Context: an optimization exercise on an open-source flow, tuned for small area and a short achievable clock period. The choices shown serve that exercise and are no tape-out recipe.
Only simulation tests tie the RTL to the original design; equivalence was not proved.
No activity file was given, so power comes from the tool's default toggle rates.

File: flow/run.sh
#!/bin/bash
# synth_recipe.tcl (not shown) runs the flow's synth.tcl, then flattens the netlist and writes it again
# the make line also repeats each setting of config.mk as NAME=value (left out here)
make -C /OpenROAD-flow-scripts/flow DESIGN_CONFIG=/design/flow/config.mk WORK_HOME=/design/flow/orfs CLKGATE_MAP_FILE= SYNTH_SCRIPT=/design/flow/synth_recipe.tcl finish
File: flow/config.mk
export PLATFORM = sky130hd
export DESIGN_NAME = riscv_cpu
export DESIGN_NICKNAME = riscv_cpu
export VERILOG_FILES = /design/flow/design.v
export SDC_FILE = /design/flow/constraint.sdc
export NUM_CORES = 4
export LEC_CHECK = 0
export CAP_MARGIN = 20
export CORE_MARGIN = 2
export CORE_UTILIZATION = 40
export PLACE_DENSITY = 0.6
export SETUP_SLACK_MARGIN = 0.5
export SLEW_MARGIN = 20
File: flow/constraint.sdc
create_clock -name core_clock -period 13.0 [get_ports {clk}]
set_input_delay 2.6000 -clock core_clock [delete_from_list [all_inputs] [get_ports {clk}]]
set_output_delay 2.6000 -clock core_clock [all_outputs]
set_load 0.01 [all_outputs]
File: flow/design.v
module reg_file (
    input         clk,
    input         wr_en,
    input  [4:0]  rd_addr1, rd_addr2, wr_addr,
    input  [31:0] wr_data,
    output [31:0] rd_data1, rd_data2
);
reg  [31:0] regs [1:31];
wire [31:0] sel1 = 32'd1 << rd_addr1;
wire [31:0] sel2 = 32'd1 << rd_addr2;
wire [31:0] wsel = 32'd1 << wr_addr;
genvar g;
generate
    for (g = 1; g < 32; g = g + 1) begin : r
        always @(posedge clk)
            if (wr_en & wsel[g]) regs[g] <= wr_data;
    end
endgenerate
reg [31:0] d1, d2;
integer i;
always @(*) begin
    d1 = 32'd0;
    d2 = 32'd0;
    for (i = 1; i < 32; i = i + 1) begin
        d1 = d1 | ({32{sel1[i]}} & regs[i]);
        d2 = d2 | ({32{sel2[i]}} & regs[i]);
    end
end
assign rd_data1 = d1;
assign rd_data2 = d2;
endmodule
module alu (
    input  [31:0] a,           
    input  [31:0] b,           
    input         sub,         
    input         shl,         
    input         arith,       
    output [31:0] sum,
    output        lt, ltu,
    output [31:0] sll_out, sr_out,
    output [31:0] xor_out, or_out, and_out
);
wire [32:0] s = {1'b0, a} + {1'b0, b ^ {32{sub}}} + {32'd0, sub};
assign sum = s[31:0];
assign ltu = ~s[32];
assign lt  = (a[31] ^ b[31]) ? a[31] : ~s[32];
wire big = |b[31:5];
wire fill = arith & a[31];
reg [31:0] a_rev, r_rev;
integer i;
always @(*)
    for (i = 0; i < 32; i = i + 1) a_rev[i] = a[31-i];
wire [31:0] sh_in = shl ? a_rev : a;
wire [63:0] sh_ext = {{32{fill}}, sh_in} >> b[4:0];
assign sr_out = big ? {32{fill}} : sh_ext[31:0];
always @(*)
    for (i = 0; i < 32; i = i + 1) r_rev[i] = sr_out[31-i];
assign sll_out = r_rev;
assign xor_out = a ^ b;
assign or_out  = a | b;
assign and_out = a & b;
endmodule
module riscv_cpu (
    input         clk, reset,
    output [31:0] PC,
    input  [31:0] Instr,
    output        MemWrite,
    output [31:0] Mem_WrAddr, Mem_WrData,
    input  [31:0] ReadData,
    output [31:0] Result
);
wire [6:0] op = Instr[6:0];
wire [2:0] f3 = Instr[14:12];
wire is_load  = (op == 7'b0000011);
wire is_store = (op == 7'b0100011);
wire is_r     = (op == 7'b0110011);
wire is_i     = (op == 7'b0010011);
wire is_br    = (op == 7'b1100011);
wire is_jal   = (op == 7'b1101111);
wire is_jalr  = (op == 7'b1100111);
wire is_lui   = (op == 7'b0110111);
wire is_auipc = (op == 7'b0010111);
wire is_alu   = is_r | is_i;
wire RegWrite = is_load | is_alu | is_jal | is_jalr | is_lui | is_auipc;
assign MemWrite = is_store;
wire [31:0] immI = {{20{Instr[31]}}, Instr[31:20]};
wire [31:0] immS = {{20{Instr[31]}}, Instr[31:25], Instr[11:7]};
wire [31:0] immB = {{20{Instr[31]}}, Instr[7], Instr[30:25], Instr[11:8], 1'b0};
wire [31:0] immJ = {{12{Instr[31]}}, Instr[19:12], Instr[20], Instr[30:21], 1'b0};
wire [31:0] immU = {Instr[31:12], 12'b0};
wire [31:0] rs1, rs2;
reg_file rf (.clk(clk), .wr_en(RegWrite), .rd_addr1(Instr[19:15]), .rd_addr2(Instr[24:20]),
             .wr_addr(Instr[11:7]), .wr_data(Result), .rd_data1(rs1), .rd_data2(rs2));
wire use_rs2 = is_r | is_br;
wire [31:0] bsel = use_rs2 ? rs2 : (is_store ? immS : immI);
wire sub = is_br | (is_alu & ((f3 == 3'b010) | (f3 == 3'b011))) |
           (is_r & (f3 == 3'b000) & Instr[30]);
wire [31:0] sum, sll_out, sr_out, xor_out, or_out, and_out;
wire lt, ltu;
alu alu (.a(rs1), .b(bsel), .sub(sub), .shl(~f3[2]), .arith(f3[2] & (is_r | Instr[30])),
         .sum(sum), .lt(lt), .ltu(ltu), .sll_out(sll_out), .sr_out(sr_out),
         .xor_out(xor_out), .or_out(or_out), .and_out(and_out));
reg  [31:0] pc_q;
wire [31:0] pc_plus4 = {pc_q[31:2] + 30'd1, pc_q[1:0]};
wire [31:0] pc_imm   = pc_q + (is_jal ? immJ : (is_br ? immB : immU));
wire eq = (rs1 == rs2);
reg  take;
always @(*) begin
    case (f3)
        3'b000:  take = eq;
        3'b001:  take = ~eq;
        3'b100,
        3'b110:  take = sum[31];
        3'b101,
        3'b111:  take = ~sum[31];
        default: take = 1'b0;
    endcase
end
wire [31:0] pc_next = is_jalr ? sum :
                      (is_jal | (is_br & take)) ? pc_imm : pc_plus4;
always @(posedge clk or posedge reset)
    if (reset) pc_q <= 32'd0;
    else       pc_q <= pc_next;
assign PC = pc_q;
wire s_add  = is_alu & (f3 == 3'b000);
wire s_sll  = is_alu & (f3 == 3'b001);
wire s_slt  = is_alu & (f3 == 3'b010);
wire s_sltu = is_alu & (f3 == 3'b011);
wire s_xor  = is_alu & (f3 == 3'b100);
wire s_sr   = is_alu & (f3 == 3'b101);
wire s_or   = is_alu & (f3 == 3'b110);
wire s_and  = is_alu & (f3 == 3'b111);
wire s_pc4  = is_jal | is_jalr;
assign Result = ({32{s_add}}    & sum)
              | ({32{s_sll}}    & sll_out)
              | ({32{s_sr}}     & sr_out)
              | ({32{s_xor}}    & xor_out)
              | ({32{s_or}}     & or_out)
              | ({32{s_and}}    & and_out)
              | {31'd0, (s_slt & lt) | (s_sltu & ltu)}
              | ({32{is_load}}  & ReadData)
              | ({32{s_pc4}}    & pc_plus4)
              | ({32{is_lui}}   & immU)
              | ({32{is_auipc}} & pc_imm);
assign Mem_WrAddr = sum;
assign Mem_WrData = rs2;
endmodule
==> impl_metrics.prom, run 1 <==
# TYPE chip_impl_metric gauge
chip_impl_info{name="status",value="finished clean"} 1
chip_impl_metric{name="final.min_clock_period",unit="ps"} 12610
chip_impl_metric{name="critical_path.max_fanout",unit=""} 32
chip_impl_metric{name="finalHoldViolations",unit=""} 0
chip_impl_metric{name="fin_hold_ws",unit="ps"} 615
chip_impl_metric{name="share_of_the_yosys_chip_area_belonging_to_registers",unit="%"} 54.9
chip_impl_metric{name="placement.cell_area",unit="mm²"} 0.0620
chip_impl_metric{name="timing.max_cap.violations",unit=""} 0
chip_impl_metric{name="number_of_design_rule_violations_left_after_detail_routing",unit=""} 0
chip_impl_info{name="cts_root_buf",value="clkbuf_16"} 1
chip_impl_metric{name="first_pass_iters",unit=""} 13
chip_impl_metric{name="ys_seq_elements",unit=""} 1024
chip_impl_metric{name="routabilityCongestion",unit=""} 1.09
chip_impl_metric{name="p_per_area",unit="mW/mm²"} 140
chip_impl_info{name="path_class",value="primary input to output port"} 1
chip_impl_metric{name="syn_nets",unit=""} 5004
chip_impl_metric{name="iteration_0_drc_markers",unit=""} 12300
chip_impl_metric{name="fmax",unit="GHz"} 0.0793
chip_impl_metric{name="synth_enable_flop_cells",unit=""} 992
chip_impl_metric{name="vdd_drop_max",unit="µV"} 118
chip_impl_metric{name="route.final.wire_length",unit="µm"} 342000
chip_impl_metric{name="area.growth.synth_to_final",unit="%"} 18.4
chip_impl_metric{name="netlist_area",unit="mm²"} 0.0557
chip_impl_metric{name="start_util",unit="%"} 40.4
chip_impl_info{name="tritoncts_clock_tree",value="built"} 1
chip_impl_info{name="synthTopCellsByArea",value="edfxtp_1 53%, a22oi_1 5.7%, and3_1 4.2%"} 1
chip_impl_metric{name="die_area",unit="mm²"} 0.142
chip_impl_metric{name="cts_sinks",unit=""} 1024
chip_impl_metric{name="layout_filler_cell_count",unit=""} 12400
chip_impl_metric{name="dieWidth",unit="µm"} 377
chip_impl_metric{name="final_net_count",unit=""} 5309
chip_impl_metric{name="grt_pass1_wl",unit="µm"} 450000
chip_impl_metric{name="core",unit="mm²"} 0.138
chip_impl_metric{name="chipHeight",unit="µm"} 377
chip_impl_metric{name="data_required_time_at_the_worst_endpoint",unit="ps"} 10400
chip_impl_metric{name="detailroute.via_count",unit=""} 54600
chip_impl_info{name="crit_path_end_kind",value="output port"} 1
chip_impl_info{name="most_frequently_used_flop_master_after_synthesis",value="edfxtp_1"} 1
chip_impl_metric{name="synth_top_area_share",unit="%"} 53.5
chip_impl_metric{name="post-route-period-util",unit="%"} 97.0
chip_impl_metric{name="drive_above_1_share",unit="%"} 15.8
chip_impl_metric{name="number_of_i_o_pins",unit=""} 195
chip_impl_metric{name="skew",unit="ps"} 50.3
chip_impl_metric{name="finalSetupViolations",unit=""} 0
chip_impl_metric{name="worst-slew-pin-transition",unit="ps"} 1240
chip_impl_metric{name="maxSlewHeadroom",unit="%"} 17.4
chip_impl_metric{name="vias_per_cell",unit=""} 7.76
chip_impl_info{name="cp_cell_sequence",value="buf_2 > nor2b_4 > buf_4 > and2_1 > buf_4 > a22oi_1 > nand3_1 > or4_1 > mux2i_2 > xnor2_1 > ha_1 > and3_1 > and4_1 > or3b_1 > a21oi_2 > a21bo_2 > a31o_2 > a21oi_1 > xnor2_2 > a222oi_1 > buf_4 > nand3_1 > buf_6 > clkdlybuf4s50_1"} 1
chip_impl_metric{name="post-dp-hpwl",unit="µm"} 228000
chip_impl_metric{name="grt_remaining_overflow",unit=""} 0
chip_impl_metric{name="grt_usage",unit="%"} 46.8
chip_impl_info{name="timing.critical_path.from_type",value="primary input"} 1
chip_impl_metric{name="critical_path.max_stage_delay",unit="ps"} 810
chip_impl_metric{name="maximum_level_of_the_cts_h_tree",unit=""} 3
chip_impl_metric{name="synth.distinct_cells",unit=""} 92
chip_impl_metric{name="drt-wirelength-per-cell",unit="µm"} 48.6
chip_impl_metric{name="synthCells",unit=""} 4810
chip_impl_metric{name="row_count",unit=""} 136
chip_impl_metric{name="synthesis.yosys.warnings",unit=""} 4
chip_impl_metric{name="port_buffers",unit=""} 194
chip_impl_info{name="tightest_hold_check_type",value="flop to flop"} 1
chip_impl_metric{name="leakagePower",unit="nW"} 25.0
chip_impl_metric{name="synth-async-reset-ratio",unit="%"} 3.13
chip_impl_metric{name="finalMaxSlewViolations",unit=""} 0
chip_impl_info{name="crit_path_top_delay_cell",value="and2_1"} 1
chip_impl_metric{name="max-clock-path-buffers",unit=""} 3
chip_impl_metric{name="cts_inserted_buffers",unit=""} 110
chip_impl_metric{name="insertion_delay",unit="ps"} 780
chip_impl_info{name="rsz0062_at_grt",value="yes"} 1
chip_impl_metric{name="worst_ep_arrival_time",unit="ps"} 10010
chip_impl_metric{name="initial_antenna_violation_count",unit=""} 47
chip_impl_metric{name="clk_transition_reported_paths",unit="ps"} 60
chip_impl_metric{name="pin_count_of_the_biggest_net_entering_global_routing",unit=""} 46
chip_impl_metric{name="fin_area",unit="mm²"} 0.0659
chip_impl_metric{name="antenna_violating_nets_post_route",unit=""} 0
chip_impl_metric{name="synthesis.area_per_instance",unit="µm²"} 11.6
chip_impl_info{name="synth.largest_area_cell",value="edfxtp_1"} 1
chip_impl_info{name="cpMostUsedCell",value="buf_4"} 1
chip_impl_metric{name="grt_pass1_vias",unit=""} 50000
chip_impl_metric{name="fin_util",unit="%"} 47.8
==> routing by layer <==
| metal | vias to the layer above | wire length [µm] | global-route usage (%) |
|---|---|---|---|
| met4 | 24 | 34800 | 37.1 |
| met5 | - | 526 | 0.652 |
| met2 | 6244 | 135000 | 64.2 |
| met1 | 26400 | 115000 | 55.9 |
| li1 | 20000 | - | - |
| met3 | 1949 | 56900 | 22.1 |
==> cells in the final DEF, fill, tap and decap left out, drive strengths merged, types with 126 or more instances in the layout <==
master         netlist  final
a22oi              425    425
and3               375    375
buf                116    439
clkbuf             320    131
clkdlybuf4s50        0    187
edfxtp             992    992
ha                 126    126
nand2              188    188
nand3              462    462
nand4              157    157
nor2               198    198
==> through the flow <==
step | worst slack, ps | power, mW | TNS (ps) | cells
after floorplan | 1250 | 4.79 | 0 | 4810
after global placement | -50.1 | 5.90 | -50.1 | 6792
after detailed placement | 47.6 | 5.90 | 0 | 6793
after CTS | 449 | 9.09 | 0 | 7003
after global routing | 486 | 9.36 | 0 | 7012
final | 385 | 9.21 | 0 | 7039
==> state kept, by name, summed over array words and instances (netlist names) <==
signal   cells
rf.regs    992
pc_q        32
==> report_power, final <==
group          internal [mW]  leakage [nW]  switching, mW
registers               3.64          9.88         0.0938
clock network           1.80          1.76           1.45
logic                  0.784          13.3           1.44
total                   6.23          25.0           2.98
==> Yosys cell counts, types with 36 or more instances <==
| library cell | count |
|---|---|
| edfxtp_1 | 992 |
| nand3_1 | 462 |
| a22oi_1 | 425 |
| and3_1 | 375 |
| clkbuf_1 | 319 |
| nor2_1 | 194 |
| nand2_1 | 188 |
| nand4_1 | 157 |
| ha_1 | 126 |
| a32oi_1 | 107 |
| a2111oi_0 | 105 |
| inv_1 | 102 |
| mux2i_1 | 100 |
| a21oi_1 | 95 |
| xnor2_1 | 76 |
| xor2_1 | 73 |
| buf_2 | 70 |
| o21ai_0 | 67 |
| and2_1 | 57 |
| or4_1 | 54 |
| a222oi_1 | 49 |
| a221oi_1 | 39 |
| a21o_1 | 38 |
| mux4_2 | 36 |
==> cells by family after synthesis <==
kind of cell               share of synthesized area [%]
and+or+nand+nor                                     16.4
xor gates and xnor gates                            2.34
muxes                                               3.68
buffers and inverters                               3.93
AOI/OAI and AO/OA                                   15.8
DFF                                                 54.9
adders and majority gates                           2.90
==> critical path: cells and delay by family <==
kind	cells	cell delay, ps
mux	1	160
buf+inv	6	2260
xor+xnor	2	440
fa+ha+maj	1	380
simple gates	8	2590
compound gates	6	1480
==> cell type report <==
cell class / instances / area [µm²] / area share [%]
antenna: 35 / 87.6 / 0.133
clock buffer: 131 / 2850 / 4.33
clock inverter: 76 / 800 / 1.21
inverter: 106 / 398 / 0.604
multi-input combinational: 3244 / 23600 / 35.8
sequential: 1024 / 30600 / 46.4
tap: 1794 / 2240 / 3.41
timing repair buffer: 629 / 5320 / 8.07
==> timing repair <==
item,CTS,global route
pin swaps,2,2
setup endpoints to repair,11,13
setup buffers,3,0
hold buffers,0,0
resized for setup,23,23
gates cloned,0,0
==> path summary, 6_finish.rpt <==
check / from / end / slack [ps] / cells past startpoint
min in group asynchronous: reset / pc_q[14] / 2260 / 3
max in group asynchronous: reset / pc_q[3] / 10340 / 3
min reg2reg: pc_q[0] / pc_q[0] / 620 / 1
max: Instr[20] / Result[17] / 390 / 24
min: pc_q[0] / pc_q[0] / 620 / 1
max reg2reg: rf.regs[12][23] / pc_q[11] / 6390 / 19
==> inputs of run 2 (changes only) <==
--- a/flow/design.v
+++ b/flow/design.v
@@ -1 +1,23 @@
+module aoi222 (
+    input  a0, b0, a1, b1, a2, b2,
+    output y
+);
+assign y = ~((a0 & b0) | (a1 & b1) | (a2 & b2));
+endmodule
+module sel31 (
+    input  [30:0] s,
+    input  [30:0] d,
+    output        y
+);
+wire [10:0] n;
+genvar g;
+generate
+    for (g = 0; g < 10; g = g + 1) begin : grp
+        aoi222 u (.a0(s[3*g]), .b0(d[3*g]), .a1(s[3*g+1]), .b1(d[3*g+1]),
+                  .a2(s[3*g+2]), .b2(d[3*g+2]), .y(n[g]));
+    end
+endgenerate
+assign n[10] = ~(s[30] & d[30]);
+assign y = ~&n;
+endmodule
 module reg_file (
@@ -11,3 +33,3 @@
 wire [31:0] wsel = 32'd1 << wr_addr;
-genvar g;
+genvar g, b;
 generate
@@ -17,15 +39,11 @@
     end
+    for (b = 0; b < 32; b = b + 1) begin : rd
+        wire [30:0] col;
+        for (g = 1; g < 32; g = g + 1) begin : c
+            assign col[g-1] = regs[g][b];
+        end
+        sel31 m1 (.s(sel1[31:1]), .d(col), .y(rd_data1[b]));
+        sel31 m2 (.s(sel2[31:1]), .d(col), .y(rd_data2[b]));
+    end
 endgenerate
-reg [31:0] d1, d2;
-integer i;
-always @(*) begin
-    d1 = 32'd0;
-    d2 = 32'd0;
-    for (i = 1; i < 32; i = i + 1) begin
-        d1 = d1 | ({32{sel1[i]}} & regs[i]);
-        d2 = d2 | ({32{sel2[i]}} & regs[i]);
-    end
-end
-assign rd_data1 = d1;
-assign rd_data2 = d2;
 endmodule
@@ -42,6 +60,6 @@
 );
-wire [32:0] s = {1'b0, a} + {1'b0, b ^ {32{sub}}} + {32'd0, sub};
-assign sum = s[31:0];
-assign ltu = ~s[32];
-assign lt  = (a[31] ^ b[31]) ? a[31] : ~s[32];
+wire [33:0] s = {1'b0, a, 1'b1} + {1'b0, b ^ {32{sub}}, sub};
+assign sum = s[32:1];
+assign ltu = ~s[33];
+assign lt  = (a[31] ^ b[31]) ? a[31] : ~s[33];
 wire big = |b[31:5];
@@ -53,3 +71,3 @@
 wire [31:0] sh_in = shl ? a_rev : a;
-wire [63:0] sh_ext = {{32{fill}}, sh_in} >> b[4:0];
+wire [32:0] sh_ext = $signed({fill, sh_in}) >>> b[4:0];
 assign sr_out = big ? {32{fill}} : sh_ext[31:0];
==> flow/flow/run.sh (new file) <==
#!/bin/bash
# The standard ORFS layout (standard.sh), with two knobs changed:
#  - ports are buffered with buf_4 instead of the delay cell buffer_ports picks by default
#  - timing repair may swap cells of different footprints
# make's full output goes to orfs_make.log; ORFS keeps each step's log under orfs/logs/.
set -euo pipefail
bash standard.sh \
  'BUFFER_PORTS_ARGS=-buffer_cell sky130_fd_sc_hd__buf_4' \
  MATCH_CELL_FOOTPRINT=0 \
  finish > orfs_make.log 2>&1
==> flow/standard.sh (new file) <==
#!/bin/bash
# synth_recipe.tcl (not shown) runs the flow's synth.tcl, then flattens the netlist and writes it again
# the make line also repeats each setting of config.mk as NAME=value (left out here)
make -C /OpenROAD-flow-scripts/flow DESIGN_CONFIG=/design/flow/config.mk WORK_HOME=/design/flow/orfs CLKGATE_MAP_FILE= SYNTH_SCRIPT=/design/flow/synth_recipe.tcl "${@:-finish}"
--- a/flow/config.mk
+++ b/flow/config.mk
@@ -11,3 +11,4 @@
 export PLACE_DENSITY = 0.6
-export SETUP_SLACK_MARGIN = 0.5
+export SETUP_SLACK_MARGIN = 3.5
 export SLEW_MARGIN = 20
+export SYNTH_HIERARCHICAL = 1
removed: flow/run.sh
==> run 2 against run 1 <==
Critical endpoint is now Result[25]; cell count fell by 11%; largest cell class unchanged; synthesized cell count fell by 22%; critical path depth rose by 3; area after synthesis fell by 7.7%; power rose by 0.62%; still clean.
==> impl_metrics.prom, run 2 <==
# TYPE chip_impl_metric gauge
chip_impl_metric{name="leakagePower",unit="nW"} 23.9
chip_impl_metric{name="max-clock-path-buffers",unit=""} 3
chip_impl_metric{name="start_util",unit="%"} 40.3
chip_impl_info{name="layout_top_registers",value="rf.regs (992), pc_q (32)"} 1
chip_impl_metric{name="dieWidth",unit="µm"} 362
chip_impl_info{name="synth.largest_area_cell",value="edfxtp_1"} 1
chip_impl_metric{name="pre_cts_setup_slack",unit="ps"} 986
chip_impl_metric{name="maximum_level_of_the_cts_h_tree",unit=""} 3
chip_impl_metric{name="dpl.cell_count",unit=""} 5674
chip_impl_metric{name="layout_filler_cell_count",unit=""} 10800
chip_impl_metric{name="ys_seq_elements",unit=""} 1024
chip_impl_metric{name="worst-r2r-setup-slack",unit="ps"} 6300
chip_impl_metric{name="multi_input_area",unit="mm²"} 0.0220
chip_impl_metric{name="iteration_0_drc_markers",unit=""} 13700
chip_impl_metric{name="number_of_design_rule_violations_left_after_detail_routing",unit=""} 0
chip_impl_metric{name="route.final.wire_length",unit="µm"} 256000
chip_impl_metric{name="reg2reg_depth",unit=""} 22
chip_impl_metric{name="grt_usage",unit="%"} 37.4
chip_impl_metric{name="antenna_violating_nets_post_route",unit=""} 0
chip_impl_metric{name="post-route-period-util",unit="%"} 87.0
chip_impl_metric{name="p_per_area",unit="mW/mm²"} 141
chip_impl_info{name="synthTopCellsByArea",value="edfxtp_1 58%, a222oi_1 14%, ha_1 3.1%"} 1
chip_impl_info{name="timing.rr.end",value="pc_q[28]"} 1
chip_impl_metric{name="global_route.usage.met2",unit="%"} 53.9
chip_impl_metric{name="cts_sinks",unit=""} 1024
chip_impl_metric{name="synth_enable_flop_cells",unit=""} 992
chip_impl_info{name="most_frequently_used_flop_master_after_synthesis",value="edfxtp_1"} 1
chip_impl_metric{name="worst-slew-pin-transition",unit="ps"} 1230
chip_impl_metric{name="worst_ep_arrival_time",unit="ps"} 8710
chip_impl_metric{name="fin_util",unit="%"} 51.5
chip_impl_metric{name="drive_above_1_share",unit="%"} 30.3
chip_impl_metric{name="grt_remaining_overflow",unit=""} 0
chip_impl_metric{name="final_net_count",unit=""} 4704
chip_impl_info{name="cts_root_buf",value="clkbuf_16"} 1
chip_impl_metric{name="synth-async-reset-ratio",unit="%"} 3.13
chip_impl_metric{name="overall_power",unit="mW"} 9.26
chip_impl_metric{name="maxSlewHeadroom",unit="%"} 17.7
chip_impl_info{name="final_cell_mix",value="992 x edfxtp_1, 697 x a222oi_1, 618 x buf_4, 229 x nand2_1, 162 x nand4_1"} 1
chip_impl_metric{name="final.min_clock_period",unit="ps"} 11310
chip_impl_info{name="largest_register",value="rf.regs"} 1
chip_impl_metric{name="synthesis.area_per_instance",unit="µm²"} 13.7
chip_impl_info{name="tightest_hold_check_type",value="flop to flop"} 1
chip_impl_metric{name="core",unit="mm²"} 0.128
chip_impl_metric{name="die_area",unit="mm²"} 0.131
chip_impl_info{name="status",value="finished clean"} 1
chip_impl_metric{name="largest_register_ff_count",unit=""} 992
chip_impl_metric{name="routabilityCongestion",unit=""} 1.02
chip_impl_metric{name="netlist_area",unit="mm²"} 0.0514
chip_impl_metric{name="data_required_time_at_the_worst_endpoint",unit="ps"} 10400
chip_impl_metric{name="grt_pass1_vias",unit=""} 42600
chip_impl_metric{name="timing.max_cap.violations",unit=""} 0
chip_impl_metric{name="initial_antenna_violation_count",unit=""} 22
chip_impl_metric{name="fmax",unit="GHz"} 0.0884
chip_impl_metric{name="cts_inserted_buffers",unit=""} 105
chip_impl_metric{name="finalHoldViolations",unit=""} 0
chip_impl_metric{name="chipHeight",unit="µm"} 362
chip_impl_info{name="cpMostUsedCell",value="buf_6"} 1
chip_impl_info{name="global_route.peak_usage_layer",value="met2"} 1
chip_impl_metric{name="area.growth.synth_to_final",unit="%"} 27.6
chip_impl_metric{name="critical_path.max_fanout",unit=""} 5
chip_impl_metric{name="share_of_the_yosys_chip_area_belonging_to_registers",unit="%"} 59.5
chip_impl_info{name="synth_top_cells_by_count",value="992 x edfxtp_1, 697 x a222oi_1, 245 x nand2_1"} 1
chip_impl_metric{name="fin_ws",unit="ps"} 1690
chip_impl_info{name="timing.critical_path.from_type",value="primary input"} 1
chip_impl_metric{name="clk_transition_reported_paths",unit="ps"} 70
chip_impl_metric{name="synthesis.yosys.warnings",unit=""} 10
chip_impl_info{name="crit_path_top_delay_cell",value="a2111o_1"} 1
chip_impl_info{name="timing.hold.worst.start",value="pc_q[0]"} 1
chip_impl_metric{name="row_count",unit=""} 131
chip_impl_metric{name="cell_count_of_the_worst_hold_path",unit=""} 1
chip_impl_info{name="synthMostInstantiatedCell",value="edfxtp_1"} 1
chip_impl_metric{name="syn_nets",unit=""} 3956
chip_impl_metric{name="synthCells",unit=""} 3760
chip_impl_metric{name="totalNegativeSetupSlack",unit="ps"} 0
chip_impl_metric{name="grt.met1_usage",unit="%"} 47.9
chip_impl_metric{name="fin_hold_ws",unit="ps"} 570
chip_impl_info{name="rsz0062_at_grt",value="yes"} 1
chip_impl_metric{name="synth_top_area_share",unit="%"} 57.9
chip_impl_metric{name="layout.area.seq",unit="mm²"} 0.0306
chip_impl_metric{name="skew",unit="ps"} 51.9
chip_impl_metric{name="port_buffers",unit=""} 194
chip_impl_info{name="tritoncts_clock_tree",value="built"} 1
chip_impl_metric{name="insertion_delay",unit="ps"} 750
chip_impl_metric{name="fin_cells",unit=""} 6270
chip_impl_info{name="crit_path_end_kind",value="output port"} 1
chip_impl_info{name="worst_r2r_startpoint",value="rf.regs[25][8]"} 1
chip_impl_metric{name="placement.cell_area",unit="mm²"} 0.0568
chip_impl_metric{name="finalSetupViolations",unit=""} 0
chip_impl_info{name="whs_endpoint",value="pc_q[0]"} 1
chip_impl_metric{name="fin_area",unit="mm²"} 0.0656
chip_impl_metric{name="vias_per_cell",unit=""} 7.48
chip_impl_metric{name="vdd_drop_max",unit="µV"} 122
chip_impl_metric{name="grt_pass1_wl",unit="µm"} 344000
chip_impl_metric{name="drt-wirelength-per-cell",unit="µm"} 40.8
chip_impl_metric{name="number_of_i_o_pins",unit=""} 195
chip_impl_metric{name="critical_path.max_stage_delay",unit="ps"} 600
chip_impl_metric{name="synth.distinct_cells",unit=""} 99
chip_impl_info{name="path_class",value="primary input to output port"} 1
chip_impl_info{name="final_common_cell",value="edfxtp_1"} 1
chip_impl_metric{name="finalMaxSlewViolations",unit=""} 0
chip_impl_metric{name="post-dp-hpwl",unit="µm"} 164000
chip_impl_metric{name="global_route.usage.met3",unit="%"} 14.4
chip_impl_metric{name="first_pass_iters",unit=""} 14
chip_impl_metric{name="pin_count_of_the_biggest_net_entering_global_routing",unit=""} 47
chip_impl_metric{name="detailroute.via_count",unit=""} 46900
-- run 2: logic make-up (layout without fill, tap and decap cells) --
kind of cell | after synthesis | count (layout) | share of synthesized area [%]
xor+xnor | 145 | 145 | 2.47
mux | 131 | 131 | 3.09
flops | 1024 | 1024 | 59.5
other cells | 0 | 14 | 0
compound gates | 1211 | 1212 | 21.2
buf+inv | 278 | 1090 | 2.51
fa+ha+maj | 130 | 130 | 3.18
simple gates | 841 | 862 | 8.08
-- run 2: worst max-delay path by stage --
stage	depth (start not counted)	slack, ps	end	start
floorplan	24	2860	Result[0]	Instr[22]
global placement	22	930	Result[30]	Instr[24]
detailed placement	24	990	Result[0]	Instr[24]
CTS	22	1990	Result[31]	Instr[21]
global route	29	1620	Result[25]	Instr[20]
finish	27	1690	Result[25]	Instr[20]
-- run 2: what timing repair did --
action                                  4_1_cts  5_1_grt
hold endpoints to repair                      0        0
hold buffers                                  0        0
endpoints found under the setup margin       63       62
buffers inserted                            277       81
gates cloned                                 26        5
resized for setup                           326      112
pin swaps                                   200       85
-- run 2: power by group --
group | switching, mW | total, mW | internal, mW
combinational | 1.53 | 2.43 | 0.905
sequential | 0.0947 | 3.74 | 3.65
clock | 1.35 | 3.09 | 1.74
total | 2.97 | 9.26 | 6.29
-- run 2: metal layers --
| layer | part of all wire (%) | wire (µm) |
|---|---|---|
| met1 | 35 | 89400 |
| met2 | 41 | 105000 |
| met3 | 16 | 42000 |
| met4 | 7.5 | 19300 |
| met5 | 0.12 | 297 |
-- run 2: cell type report --
class	count	area share, %
antenna	14	0.0534
clock buffer	121	4.13
clock inverter	72	1.15
inverter	125	0.738
multi-input combinational	2480	33.5
sequential	1024	46.6
tap	1662	3.17
timing repair buffer	772	10.6
-- run 2: per-module statistics from Yosys (local to each module, per instance) --
module / times used / flops+latches / cells inside
alu: 1 / 0 / 838
aoi222: 640 / 0 / 1
riscv_cpu: 1 / 32 / 896
sel31: 64 / 0 / 4
reg_file: 1 / 992 / 1130
-- run 2: critical path: cells and delay by family --
kind / cells / cell delay, ps
compound gates: 10 / 2900
xor+xnor: 2 / 280
fa+ha+maj: 1 / 390
buf+inv: 6 / 940
simple gates: 8 / 1580

[afterwards: timing with drivers on the ports]
Ports are ideal in the flow. The routed layouts listed here were re-timed in OpenROAD.
Step 1 sets driving cells, clkbuf_16 on the clock port and buf_2 on the other inputs (assumed; they add their load-dependent delay and slew).
Step 2 times the ports against the registers' clock, not the clock port: input delays grow and output delays shrink by t, the midpoint of the rising clock arrivals with the driver on.
Slacks: no drivers / after step 1 / after step 2; pairs: no drivers / after step 1.
| run | t, ns | setup WS [ns] | hold WS [ns] | worst register clock-pin slew, ns | pins driven straight from the clock port |
|---|---|---|---|---|---|
| run 1 | 0.828 | 0.385 / 0.361 / 0.361 | 0.615 / 0.615 / 0.615 | 0.07 / 0.07 | 1 |
| run 2 | 0.795 | 1.692 / 1.511 / 1.511 | 0.570 / 0.570 / 0.570 | 0.07 / 0.07 | 1 |
After both steps every run listed still meets setup and hold. For run 2, which loses most, drivers alone change the setup slack by -0.181 ns; drivers and shift together by -0.181 ns.
